What follows belongs to an exercise in optimizing a design on an open flow for small area; a production flow would make more cautious choices. Only simulation tests tie the RTL to the original design; equivalence was not proved. No activity file was given, so power comes from the tool's default toggle rates.

==> inputs of v38 <==
==> flow/design.v <==
module MovingAverage (
  input wire Clk,
  input wire Reset,
  input wire signed [15:0] Newest,       
  input wire NewestValid,                
  input wire signed [15:0] Oldest,       
  input wire OldestValid,                
  output wire signed [15:0] OutputA
);
  reg [23:0] r_acc;
  wire [15:0] a  = Newest & {16{NewestValid}};
  wire [15:0] nb = ~(Oldest & {16{OldestValid}});
  wire [16:0] dc;
  wire [16:0] d;
  assign dc[0] = 1'b1;
  genvar i;
  generate
    for (i = 0; i < 16; i = i + 1) begin : sub
      assign d[i]    = a[i] ^ nb[i] ^ dc[i];
      assign dc[i+1] = (a[i] & nb[i]) | (dc[i] & (a[i] ^ nb[i]));
    end
  endgenerate
  assign d[16] = a[15] ^ nb[15] ^ dc[16];
  wire [24:0] sc;
  wire [23:0] s;
  assign sc[0] = 1'b0;
  generate
    for (i = 0; i < 24; i = i + 1) begin : add
      wire di = d[i < 16 ? i : 16];
      assign s[i]    = r_acc[i] ^ di ^ sc[i];
      assign sc[i+1] = (r_acc[i] & di) | (sc[i] & (r_acc[i] ^ di));
    end
  endgenerate
  always @(posedge Clk)
    if (Reset)
      r_acc <= 24'd0;
    else
      r_acc <= s;
  assign OutputA = r_acc[23:8];
endmodule
module MovingMedian (
  input wire Clk,
  input wire Reset,
  input wire [16*6-1:0] Taps,       
  input wire [5:0] TapsValid,       
  output wire signed [15:0] Output
);
  wire [15:0] t6 = Taps[0 +: 16];
  reg [3:0] c1;
  reg [2:0] c2;
  reg [1:0] c3;
  reg       c4;
  wire [15:0] nt6 = {t6[15], ~t6[14:0]};
  wire t6_pos = !t6[15] && (t6[14:0] != 15'd0);
  wire [4:1] gt_new;
  genvar d, i;
  generate
    for (d = 1; d <= 4; d = d + 1) begin : cmp
      wire [15:0] o = {~Taps[16*d + 15], Taps[16*d +: 15]};
      wire [16:0] c;
      assign c[0] = 1'b1;
      for (i = 0; i < 16; i = i + 1) begin : bt
        assign c[i+1] = (o[i] & nt6[i]) | (c[i] & (o[i] | nt6[i]));
      end
      assign gt_new[d] = TapsValid[0] & (TapsValid[d] ? !c[16] : t6_pos);
    end
  endgenerate
  always @(posedge Clk) begin
    if (Reset) begin
      c1 <= 4'd0;
      c2 <= 3'd0;
      c3 <= 2'd0;
      c4 <= 1'b0;
    end else begin
      c1 <= {c1[2:0], gt_new[1]};
      c2 <= {c2[1:0], gt_new[2]};
      c3 <= {c3[0],   gt_new[3]};
      c4 <= gt_new[4];
    end
  end
  wire g01 = c1[0], g12 = c1[1], g23 = c1[2], g34 = c1[3];
  wire g02 = c2[0], g13 = c2[1], g24 = c2[2];
  wire g03 = c3[0], g14 = c3[1];
  wire g04 = c4;
  wire [3:0] b0 = { g04,  g03,  g02,  g01};
  wire [3:0] b1 = { g14,  g13,  g12, !g01};
  wire [3:0] b2 = { g24,  g23, !g12, !g02};
  wire [3:0] b3 = { g34, !g23, !g13, !g03};
  wire [3:0] b4 = {!g34, !g24, !g14, !g04};
  function two_of_four(input [3:0] b);
    two_of_four = (b == 4'b0011) | (b == 4'b0101) | (b == 4'b0110) |
                  (b == 4'b1001) | (b == 4'b1010) | (b == 4'b1100);
  endfunction
  wire [4:0] sel = {two_of_four(b4) & TapsValid[5], two_of_four(b3) & TapsValid[4],
                    two_of_four(b2) & TapsValid[3], two_of_four(b1) & TapsValid[2],
                    two_of_four(b0) & TapsValid[1]};
  assign Output = ({16{sel[0]}} & Taps[16*1 +: 16]) |
                  ({16{sel[1]}} & Taps[16*2 +: 16]) |
                  ({16{sel[2]}} & Taps[16*3 +: 16]) |
                  ({16{sel[3]}} & Taps[16*4 +: 16]) |
                  ({16{sel[4]}} & Taps[16*5 +: 16]);
endmodule
module avg_median (
    input wire Clk,
    input wire Reset,
    input wire signed [15:0] InputA,
    output wire signed [15:0] OutputA,
    output wire signed [15:0] OutputB
);
  reg [16*257-1:0] sr;
  always @(posedge Clk)
    sr <= {sr[16*256-1:0], InputA};
  reg [8:0] cnt;
  always @(posedge Clk)
    if (Reset)
      cnt <= 9'd0;
    else if (!(cnt[8] & cnt[0]))
      cnt <= cnt + 9'd1;
  wire valid0   = |cnt;
  wire valid256 = cnt[8] & cnt[0];
  wire [5:0] valid_med;    
  genvar g;
  generate
    for (g = 0; g < 6; g = g + 1) begin : vm
      assign valid_med[g] = cnt[8] | (cnt[7:0] >= (g + 7));
    end
  endgenerate
  MovingAverage M1 (
    .Clk(Clk), .Reset(Reset),
    .Newest(sr[0 +: 16]), .NewestValid(valid0),
    .Oldest(sr[16*256 +: 16]), .OldestValid(valid256),
    .OutputA(OutputA)
  );
  MovingMedian M2 (
    .Clk(Clk), .Reset(Reset),
    .Taps(sr[16*6 +: 16*6]), .TapsValid(valid_med),
    .Output(OutputB)
  );
endmodule
==> flow/flow/run.sh <==
#!/bin/bash
# Standard layout, with extra ORFS make variables, one VAR=value per line in
# flow/make_vars.txt (for example the clock tree's CTS_ARGS).
set -euo pipefail
mapfile -t VARS < <(grep -v '^\s*$' flow/make_vars.txt)
bash standard.sh "${VARS[@]}" finish > make_finish.log 2>&1
==> flow/flow/make_vars.txt <==
CTS_ARGS=-sink_clustering_enable -repair_clock_nets -sink_clustering_max_diameter 50 -distance_between_buffers 60 -balance_levels -dont_use_dummy_load -sink_clustering_size 24 -buf_list {sky130_fd_sc_hd__clkbuf_16 sky130_fd_sc_hd__buf_12} -sink_clustering_buffer sky130_fd_sc_hd__buf_12 -tree_buf sky130_fd_sc_hd__clkbuf_16 -root_buf sky130_fd_sc_hd__clkbuf_16
BUFFER_PORTS_ARGS=-buffer_cell sky130_fd_sc_hd__buf_1
==> flow/standard.sh <==
#!/bin/bash
# synth_recipe.tcl (not shown) runs the flow's synth.tcl, then flattens the netlist and writes it again
# the make line also repeats each setting of config.mk as NAME=value (left out here)
make -C /OpenROAD-flow-scripts/flow DESIGN_CONFIG=/design/flow/config.mk WORK_HOME=/design/flow/orfs CLKGATE_MAP_FILE= SYNTH_SCRIPT=/design/flow/synth_recipe.tcl "${@:-finish}"
==> flow/config.mk <==
export PLATFORM = sky130hd
export DESIGN_NAME = avg_median
export DESIGN_NICKNAME = avg_median
export VERILOG_FILES = /design/flow/design.v
export SDC_FILE = /design/flow/constraint.sdc
export NUM_CORES = 4
export LEC_CHECK = 0
export CAP_MARGIN = 20
export CORE_MARGIN = 2
export CORE_UTILIZATION = 75
export SLEW_MARGIN = 20
==> flow/constraint.sdc <==
create_clock -name core_clock -period 8.0 [get_ports {Clk}]
set_input_delay 1.6000 -clock core_clock [delete_from_list [all_inputs] [get_ports {Clk}]]
set_output_delay 1.6000 -clock core_clock [all_outputs]
set_load 0.01 [all_outputs]
==> inputs of v27, as changes to v38 <==
==> flow/design.v, changed modules only <==
module MovingAverage (
  input wire Clk,
  input wire Reset,
  input wire signed [15:0] InputA,       
  input wire signed [15:0] Oldest,       
  input wire OldestValid,                
  output wire signed [15:0] OutputA
);
  reg signed [23:0] r_acc;
  reg signed [15:0] temp_reg;
  wire signed [15:0] old = OldestValid ? Oldest : 16'sd0;
  always @(posedge Clk) begin
    if (Reset) begin
      r_acc <= 24'sd0;
      temp_reg <= 16'sd0;
    end else begin
      r_acc <= r_acc + InputA - old;
      temp_reg <= r_acc[23:8];
    end
  end
  assign OutputA = temp_reg;
endmodule
module MovingMedian (
  input wire Clk,
  input wire Reset,
  input wire [16*6-1:0] Taps,       
  input wire [5:0] TapsValid,       
  output wire signed [15:0] Output
);
  wire signed [15:0] t6 = Taps[0 +: 16];
  reg [3:0] c1;
  reg [2:0] c2;
  reg [1:0] c3;
  reg       c4;
  wire t6_pos = !t6[15] && (t6[14:0] != 15'd0);
  wire [4:1] gt_new;
  genvar d;
  generate
    for (d = 1; d <= 4; d = d + 1) begin : cmp
      wire signed [15:0] other = Taps[16*d +: 16];
      assign gt_new[d] = TapsValid[0] & (TapsValid[d] ? (t6 > other) : t6_pos);
    end
  endgenerate
  always @(posedge Clk) begin
    if (Reset) begin
      c1 <= 4'd0;
      c2 <= 3'd0;
      c3 <= 2'd0;
      c4 <= 1'b0;
    end else begin
      c1 <= {c1[2:0], gt_new[1]};
      c2 <= {c2[1:0], gt_new[2]};
      c3 <= {c3[0],   gt_new[3]};
      c4 <= gt_new[4];
    end
  end
  wire g01 = c1[0], g12 = c1[1], g23 = c1[2], g34 = c1[3];
  wire g02 = c2[0], g13 = c2[1], g24 = c2[2];
  wire g03 = c3[0], g14 = c3[1];
  wire g04 = c4;
  wire [3:0] b0 = { g04,  g03,  g02,  g01};
  wire [3:0] b1 = { g14,  g13,  g12, !g01};
  wire [3:0] b2 = { g24,  g23, !g12, !g02};
  wire [3:0] b3 = { g34, !g23, !g13, !g03};
  wire [3:0] b4 = {!g34, !g24, !g14, !g04};
  function two_of_four(input [3:0] b);
    two_of_four = (b == 4'b0011) | (b == 4'b0101) | (b == 4'b0110) |
                  (b == 4'b1001) | (b == 4'b1010) | (b == 4'b1100);
  endfunction
  wire [4:0] sel = {two_of_four(b4) & TapsValid[5], two_of_four(b3) & TapsValid[4],
                    two_of_four(b2) & TapsValid[3], two_of_four(b1) & TapsValid[2],
                    two_of_four(b0) & TapsValid[1]};
  assign Output = ({16{sel[0]}} & Taps[16*1 +: 16]) |
                  ({16{sel[1]}} & Taps[16*2 +: 16]) |
                  ({16{sel[2]}} & Taps[16*3 +: 16]) |
                  ({16{sel[3]}} & Taps[16*4 +: 16]) |
                  ({16{sel[4]}} & Taps[16*5 +: 16]);
endmodule
module avg_median (
    input wire Clk,
    input wire Reset,
    input wire signed [15:0] InputA,
    output wire signed [15:0] OutputA,
    output wire signed [15:0] OutputB
);
  reg [16*256-1:0] sr;
  always @(posedge Clk)
    sr <= {sr[16*255-1:0], InputA};
  reg [8:0] cnt;
  always @(posedge Clk)
    if (Reset)
      cnt <= 9'd0;
    else if (!cnt[8])
      cnt <= cnt + 9'd1;
  wire valid255 = cnt[8];
  wire [5:0] valid_med;    
  genvar g;
  generate
    for (g = 0; g < 6; g = g + 1) begin : vm
      assign valid_med[g] = cnt[8] | (cnt[7:0] >= (g + 7));
    end
  endgenerate
  MovingAverage M1 (
    .Clk(Clk), .Reset(Reset), .InputA(InputA),
    .Oldest(sr[16*255 +: 16]), .OldestValid(valid255),
    .OutputA(OutputA)
  );
  MovingMedian M2 (
    .Clk(Clk), .Reset(Reset),
    .Taps(sr[16*6 +: 16*6]), .TapsValid(valid_med),
    .Output(OutputB)
  );
endmodule
==> flow/run.sh (new file) <==
#!/bin/bash
# synth_recipe.tcl (not shown) runs the flow's synth.tcl, then flattens the netlist and writes it again
# the make line also repeats each setting of config.mk as NAME=value (left out here)
make -C /OpenROAD-flow-scripts/flow DESIGN_CONFIG=/design/flow/config.mk WORK_HOME=/design/flow/orfs CLKGATE_MAP_FILE= SYNTH_SCRIPT=/design/flow/synth_recipe.tcl finish
--- a/flow/config.mk
+++ b/flow/config.mk
@@ -8,4 +8,6 @@
 export CAP_MARGIN = 20
 export CORE_MARGIN = 2
-export CORE_UTILIZATION = 75
+export CORE_UTILIZATION = 85
+export CTS_CLUSTER_DIAMETER = 100
+export CTS_CLUSTER_SIZE = 32
 export SLEW_MARGIN = 20
removed: flow/flow/run.sh
removed: flow/flow/make_vars.txt
removed: flow/standard.sh
==> inputs of v15, as changes to v38 <==
==> flow/design.v, changed modules only <==
module MovingAverage (
  input wire Clk,
  input wire Reset,
  input wire signed [15:0] InputA,       
  input wire signed [15:0] Oldest,       
  input wire OldestValid,                
  output wire signed [15:0] OutputA
);
  reg signed [23:0] r_acc;
  reg signed [15:0] temp_reg;
  wire signed [15:0] old = OldestValid ? Oldest : 16'sd0;
  always @(posedge Clk) begin
    if (Reset) begin
      r_acc <= 24'sd0;
      temp_reg <= 16'sd0;
    end else begin
      r_acc <= r_acc - ({{8{old[15]}}, old} - {{8{InputA[15]}}, InputA});
      temp_reg <= r_acc[23:8];
    end
  end
  assign OutputA = temp_reg;
endmodule
module MovingMedian (
  input wire Clk,
  input wire Reset,
  input wire [16*6-1:0] Taps,       
  input wire [5:0] TapsValid,       
  output wire signed [15:0] Output
);
  wire signed [15:0] t6 = Taps[0 +: 16];
  reg [3:0] c1;
  reg [2:0] c2;
  reg [1:0] c3;
  reg       c4;
  wire t6_pos = !t6[15] && (t6[14:0] != 15'd0);
  wire [4:1] gt_new;
  genvar d;
  generate
    for (d = 1; d <= 4; d = d + 1) begin : cmp
      wire signed [15:0] other = Taps[16*d +: 16];
      wire [16:0] s = {1'b0, ~other[15], other[14:0]} + {1'b0, t6[15], ~t6[14:0]} + 17'd1;
      assign gt_new[d] = TapsValid[0] & (TapsValid[d] ? !s[16] : t6_pos);
    end
  endgenerate
  always @(posedge Clk) begin
    if (Reset) begin
      c1 <= 4'd0;
      c2 <= 3'd0;
      c3 <= 2'd0;
      c4 <= 1'b0;
    end else begin
      c1 <= {c1[2:0], gt_new[1]};
      c2 <= {c2[1:0], gt_new[2]};
      c3 <= {c3[0],   gt_new[3]};
      c4 <= gt_new[4];
    end
  end
  wire g01 = c1[0], g12 = c1[1], g23 = c1[2], g34 = c1[3];
  wire g02 = c2[0], g13 = c2[1], g24 = c2[2];
  wire g03 = c3[0], g14 = c3[1];
  wire g04 = c4;
  wire [3:0] b0 = { g04,  g03,  g02,  g01};
  wire [3:0] b1 = { g14,  g13,  g12, !g01};
  wire [3:0] b2 = { g24,  g23, !g12, !g02};
  wire [3:0] b3 = { g34, !g23, !g13, !g03};
  wire [3:0] b4 = {!g34, !g24, !g14, !g04};
  function two_of_four(input [3:0] b);
    two_of_four = (b == 4'b0011) | (b == 4'b0101) | (b == 4'b0110) |
                  (b == 4'b1001) | (b == 4'b1010) | (b == 4'b1100);
  endfunction
  wire [4:0] sel = {two_of_four(b4) & TapsValid[5], two_of_four(b3) & TapsValid[4],
                    two_of_four(b2) & TapsValid[3], two_of_four(b1) & TapsValid[2],
                    two_of_four(b0) & TapsValid[1]};
  assign Output = ({16{sel[0]}} & Taps[16*1 +: 16]) |
                  ({16{sel[1]}} & Taps[16*2 +: 16]) |
                  ({16{sel[2]}} & Taps[16*3 +: 16]) |
                  ({16{sel[3]}} & Taps[16*4 +: 16]) |
                  ({16{sel[4]}} & Taps[16*5 +: 16]);
endmodule
module avg_median (
    input wire Clk,
    input wire Reset,
    input wire signed [15:0] InputA,
    output wire signed [15:0] OutputA,
    output wire signed [15:0] OutputB
);
  reg [16*256-1:0] sr;
  always @(posedge Clk)
    sr <= {sr[16*255-1:0], InputA};
  reg [8:0] cnt;
  always @(posedge Clk)
    if (Reset)
      cnt <= 9'd0;
    else if (!cnt[8])
      cnt <= cnt + 9'd1;
  wire valid255 = cnt[8];
  wire [5:0] valid_med;    
  genvar g;
  generate
    for (g = 0; g < 6; g = g + 1) begin : vm
      assign valid_med[g] = cnt[8] | (cnt[7:0] >= (g + 7));
    end
  endgenerate
  MovingAverage M1 (
    .Clk(Clk), .Reset(Reset), .InputA(InputA),
    .Oldest(sr[16*255 +: 16]), .OldestValid(valid255),
    .OutputA(OutputA)
  );
  MovingMedian M2 (
    .Clk(Clk), .Reset(Reset),
    .Taps(sr[16*6 +: 16*6]), .TapsValid(valid_med),
    .Output(OutputB)
  );
endmodule
==> flow/flow/make_vars.txt (replaced) <==
CTS_ARGS=-sink_clustering_enable -repair_clock_nets -sink_clustering_size 28 -sink_clustering_max_diameter 60 -distance_between_buffers 60 -balance_levels -dont_use_dummy_load
BUFFER_PORTS_ARGS=-buffer_cell sky130_fd_sc_hd__buf_1
==> inputs of v21, as changes to v38 <==
==> flow/flow/make_vars.txt (replaced) <==
CTS_ARGS=-sink_clustering_enable -repair_clock_nets -sink_clustering_max_diameter 60 -distance_between_buffers 60 -balance_levels -dont_use_dummy_load -sink_clustering_size 28
BUFFER_PORTS_ARGS=-buffer_cell sky130_fd_sc_hd__buf_1
--- a/flow/config.mk
+++ b/flow/config.mk
@@ -8,4 +8,4 @@
 export CAP_MARGIN = 20
 export CORE_MARGIN = 2
-export CORE_UTILIZATION = 75
+export CORE_UTILIZATION = 70
 export SLEW_MARGIN = 20
==> run summary <==
item	v15	v27	v21	v38
Run status	timing/DRC/antenna clean	aborted with a tool error	finished with violations	aborted with a tool error
Stage where the flow stopped	-	3_5_place_dp	-	4_1_cts
Layout check failures	-	-	setup timing	-
Internal	25.39 mW	-	25.21 mW	-
Proportion of final cell area spent on non-clock buffers	0.2360%	-	0.5588%	-
Count of filler cells inserted in the layout	5191	-	6747	-
Top power group	registers	-	registers	-
# clk buffers	186	-	185	-
Initial antenna violation count	8	-	5	-
Total sequential power	21.1 mW	-	21.0 mW	-
Layout cell share with drive strength beyond 1	4.098%	-	5.648%	-
CTS Sinks	4155	-	4155	4155
Final setup slack of the worst path	1903 ps	-	-2122 ps	-
Wire length on met2	60860 µm	-	36340 µm	-
Hold WS	270.1 ps	-	298.5 ps	-
Unrepaired setup endpoints after global routing	no	-	yes	-
Area fraction in compound gates after synthesis	1.496%	1.448%	1.027%	1.027%
Post-Synth Simple-Gate Area	1.378%	1.285%	1.090%	1.090%
Inverters	46	-	57	-
Wire length of the first global-routing pass	198800 µm	-	154800 µm	-
Critical path capture point	OutputB[12]	-	M1.r_acc[23]$_SDFF_PP0_	-
Sequential share of cell area	88.15%	-	88.87%	-
Max FFs per register	4096	-	4112	-
Worst vdd ir	0.3018 mV	-	0.2718 mV	-
Final cycle utilization of the critical path	76.21%	-	126.5%	-
Endpoint arrival time on the critical path	4500 ps	-	10890 ps	-
Max-Cap Viols	0	-	0	-
Worst-path fanout max	23	-	2	-
Worst min path class	flop to flop	-	flop to flop	-

-- static timing again, ports no longer ideal --
The flow's constraints put no driver on any port. The routed layouts listed below were extracted and timed again, unchanged, in two steps.
Step 1 sets driving cells, clkbuf_16 on the clock port and buf_2 on the other inputs (assumed; they add their load-dependent delay and slew).
Step 2 adds t to the input delays and takes it off the output delays; t is the mean of the earliest and latest rising clock arrival at the registers after step 1. Input paths then give back, and output paths get back, about the clock's delay inside the block.
a / b / c = ideal / step 1 / step 2; a / b = the first two.
run | t (ns) | slack for setup (ns) | worst data-port slew with drivers (ns)
v15 | 0.985 | 1.903 / 1.832 / 2.287 | 0.09
v21 | 0.995 | -2.122 / -2.122 / -2.122 | 0.14
